This is an optimization exercise on Yosys and OpenROAD, whose aim is small area and a short achievable clock period, not a production implementation. Where RTL was checked, it was by simulation tests only, not by an equivalence proof against the original.

==> inputs of v15 <==
Design lms_filter, start of the top module:
module lms_filter (
    input clk,
    input reset,
    input en,                  
    input [15:0] x_in,         
    input [15:0] d_in,         
    input [15:0] mu,           
    output [15:0] y_out,       
    output [15:0] e_out        
);
    reg [23:0] xd0, xd1, xd2, xd3;
    wire [23:0] xin_enc;
    reg [15:0] w0, w1, w2, w3;
    reg [15:0] dq;
    wire [15:0] mu_g = mu & {16{en}};
    wire [15:0] e;
    wire [15:0] dq1 = dq + 16'd1;
    wire [15:0] step;
    wire bxi_one0 = x_in[0] ^ 1'b0;
    wire bxi_two0 = (x_in[1] & ~x_in[0] & ~1'b0) | (~x_in[1] & x_in[0] & 1'b0);
    wire bxi_one1 = x_in[2] ^ x_in[1];
    wire bxi_two1 = (x_in[3] & ~x_in[2] & ~x_in[1]) | (~x_in[3] & x_in[2] & x_in[1]);
    wire bxi_one2 = x_in[4] ^ x_in[3];
    wire bxi_two2 = (x_in[5] & ~x_in[4] & ~x_in[3]) | (~x_in[5] & x_in[4] & x_in[3]);
    wire bxi_one3 = x_in[6] ^ x_in[5];
    wire bxi_two3 = (x_in[7] & ~x_in[6] & ~x_in[5]) | (~x_in[7] & x_in[6] & x_in[5]);
    wire bxi_one4 = x_in[8] ^ x_in[7];
    wire bxi_two4 = (x_in[9] & ~x_in[8] & ~x_in[7]) | (~x_in[9] & x_in[8] & x_in[7]);
    wire bxi_one5 = x_in[10] ^ x_in[9];
    wire bxi_two5 = (x_in[11] & ~x_in[10] & ~x_in[9]) | (~x_in[11] & x_in[10] & x_in[9]);
  ...
Settings: LEC_CHECK=0, ABC_AREA=1, CAP_MARGIN=20, CORE_MARGIN=2, CORE_UTILIZATION=45, SLEW_MARGIN=20, SYNTH_HIERARCHICAL=1; clock period 26.0 ns.
standard.sh (not shown) runs the stock make flow with config.mk's settings and CLKGATE_MAP_FILE= SYNTH_SCRIPT=/design/flow/synth_recipe.tcl, a recipe that flattens the netlist after the stock synthesis.
==> flow/flow/run.sh <==
#!/bin/bash
set -euo pipefail
MARGIN=$(tr -d ' \n' < flow/setup_margin)
bash standard.sh SETUP_SLACK_MARGIN="$MARGIN" finish > flow_make.log 2>&1
==> flow/flow/setup_margin <==
10
==> v14: changes against v15 <==
--- a/flow/design.v
+++ b/flow/design.v
@@ -4214,11 +4214,11 @@
     wire [15:0] upd3_s;
     lms_add_upd3 u_upd3 (.g({n4675, n4673, n4671, n4669, n4667, n4665, n4663, n4661, n4659, n4657, n4655, n4653, n4651, n4649, n4647, n4645, n4643, n4641, n4639, n4637, n4635, n4633, n4631, n4629, n4627, n4625, n4623, n4621, n4619, 1'b0, n4617}), .p({n4676, n4674, n4672, n4670, n4668, n4666, n4664, n4662, n4660, n4658, n4656, n4654, n4652, n4650, n4648, n4646, n4644, n4642, n4640, n4638, n4636, n4634, n4632, n4630, n4628, n4626, n4624, n4622, n4620, n4234, n4618}), .s(upd3_s));
     wire [30:0] upd3 = {upd3_s, 15'b0};
     wire sat = acc[31] ^ acc[30];
     assign y_out = sat ? {acc[31], {15{~acc[31]}}} : acc[30:15];
-    lms_err u_err (.acc_hi(acc[31:30]), .dq(dq), .dq1(dq1), .ens(ens[30:15]), .e(e));
+    assign e = sat ? (acc[31] ? (dq ^ 16'h8000) : (dq1 ^ 16'h8000)) : ens[30:15];
     assign e_out = e;
     assign step = mue[31:16];
     always @(posedge clk or posedge reset) begin
         if (reset) begin
             xd0 <= 24'd0; xd1 <= 24'd0; xd2 <= 24'd0; xd3 <= 24'd0;
@@ -4232,18 +4232,10 @@
             w0 <= upd0[30:15]; w1 <= upd1[30:15];
             w2 <= upd2[30:15]; w3 <= upd3[30:15];
         end
     end
 endmodule
-module lms_err (
-    input [1:0] acc_hi,
-    input [15:0] dq, dq1, ens,
-    output [15:0] e
-);
-    wire sat = acc_hi[1] ^ acc_hi[0];
-    assign e = sat ? (acc_hi[1] ? (dq ^ 16'h8000) : (dq1 ^ 16'h8000)) : ens;
-endmodule
 module lms_fa (
     input a, b, c,
     output s, co
 );
     assign s = a ^ b ^ c;
- CORE_UTILIZATION: 45 -> 50
- PLACE_DENSITY: not set -> 0.72
==> v31: changes against v15 <==
--- a/flow/design.v
+++ b/flow/design.v
@@ -4214,11 +4214,11 @@
     wire [15:0] upd3_s;
     lms_add_upd3 u_upd3 (.g({n4675, n4673, n4671, n4669, n4667, n4665, n4663, n4661, n4659, n4657, n4655, n4653, n4651, n4649, n4647, n4645, n4643, n4641, n4639, n4637, n4635, n4633, n4631, n4629, n4627, n4625, n4623, n4621, n4619, 1'b0, n4617}), .p({n4676, n4674, n4672, n4670, n4668, n4666, n4664, n4662, n4660, n4658, n4656, n4654, n4652, n4650, n4648, n4646, n4644, n4642, n4640, n4638, n4636, n4634, n4632, n4630, n4628, n4626, n4624, n4622, n4620, n4234, n4618}), .s(upd3_s));
     wire [30:0] upd3 = {upd3_s, 15'b0};
     wire sat = acc[31] ^ acc[30];
     assign y_out = sat ? {acc[31], {15{~acc[31]}}} : acc[30:15];
-    lms_err u_err (.acc_hi(acc[31:30]), .dq(dq), .dq1(dq1), .ens(ens[30:15]), .e(e));
+    assign e = sat ? (acc[31] ? (dq ^ 16'h8000) : (dq1 ^ 16'h8000)) : ens[30:15];
     assign e_out = e;
     assign step = mue[31:16];
     always @(posedge clk or posedge reset) begin
         if (reset) begin
             xd0 <= 24'd0; xd1 <= 24'd0; xd2 <= 24'd0; xd3 <= 24'd0;
@@ -4232,18 +4232,10 @@
             w0 <= upd0[30:15]; w1 <= upd1[30:15];
             w2 <= upd2[30:15]; w3 <= upd3[30:15];
         end
     end
 endmodule
-module lms_err (
-    input [1:0] acc_hi,
-    input [15:0] dq, dq1, ens,
-    output [15:0] e
-);
-    wire sat = acc_hi[1] ^ acc_hi[0];
-    assign e = sat ? (acc_hi[1] ? (dq ^ 16'h8000) : (dq1 ^ 16'h8000)) : ens;
-endmodule
 module lms_fa (
     input a, b, c,
     output s, co
 );
     assign s = a ^ b ^ c;
==> flow/flow/run.sh (replaced) <==
#!/bin/bash
set -euo pipefail
read -r CTS_MARGIN GRT_MARGIN < flow/setup_margin
bash standard.sh SETUP_SLACK_MARGIN="$CTS_MARGIN" cts > flow_make_cts.log 2>&1
bash standard.sh SETUP_SLACK_MARGIN="$GRT_MARGIN" finish > flow_make_finish.log 2>&1
==> flow/flow/setup_margin (replaced) <==
10 9.5
- CORE_UTILIZATION: 45 -> 50
==> metrics.md <==
| Metric | Value |
|---|---|
| Setup Skew | `0.0236 ns` |
| Crit path launch | `xd1[10]` |
| Outcome | `timing/DRC/antenna clean` |
| Final core occ | `54.3%` |
| Synth Cell Area | `0.0600 mm2` |
| Post-CTS Setup Inserts | `101` |
| Hold endpoint | `xd3[16]` |
| DR vias | `53700` |
# the run above: v31

==> metrics.md <==
| Metric | Value |
|---|---|
| Outcome | `timing/DRC/antenna clean` |
| Synth Cell Area | `0.0604 mm2` |
| Final core occ | `50.0%` |
| Setup Skew | `0.0417 ns` |
| Crit path launch | `xd1[14]` |
# the run above: v15

==> metrics.md <==
| Metric | Value |
|---|---|
| Outcome | `timing/DRC/antenna clean` |
| Final core occ | `55.8%` |
| DR vias | `55600` |
| Post-CTS Setup Inserts | `90` |
| Setup Skew | `0.0267 ns` |
| Hold endpoint | `xd3[16]` |
# the run above: v14

Only the layout flow was run in v15; the RTL was not checked for function there.

==> port drivers added, routing unchanged <==
Ports are ideal in the flow. The routed layouts listed here were re-timed in OpenROAD.
Step 1 assumes that a clkbuf_16 drives the clock port and a buf_2 every other input.
Step 2 adds t to the input delays and takes it off the output delays; t is the mean of the earliest and latest rising clock arrival at the registers after step 1. Input paths then give back, and output paths get back, about the clock's delay inside the block.
a / b / c = no drivers / after step 1 / after step 2; a / b = the first two.
run	shift t [ns]	setup slack, ns	latest minus earliest clock arrival (ns)	slew at the worst register clock pin (ns)
v15	0.647	10.473 / 10.473 / 10.009	0.042 / 0.041	0.10 / 0.10
v14	0.619	10.387 / 10.387 / 10.287	0.026 / 0.027	0.10 / 0.10
v31	0.643	10.100 / 10.100 / 10.012	0.024 / 0.023	0.10 / 0.10
After both steps setup and hold are still met in every run listed. For v15, which loses most, drivers alone change the setup slack by 0.000 ns; drivers and shift together by -0.464 ns.
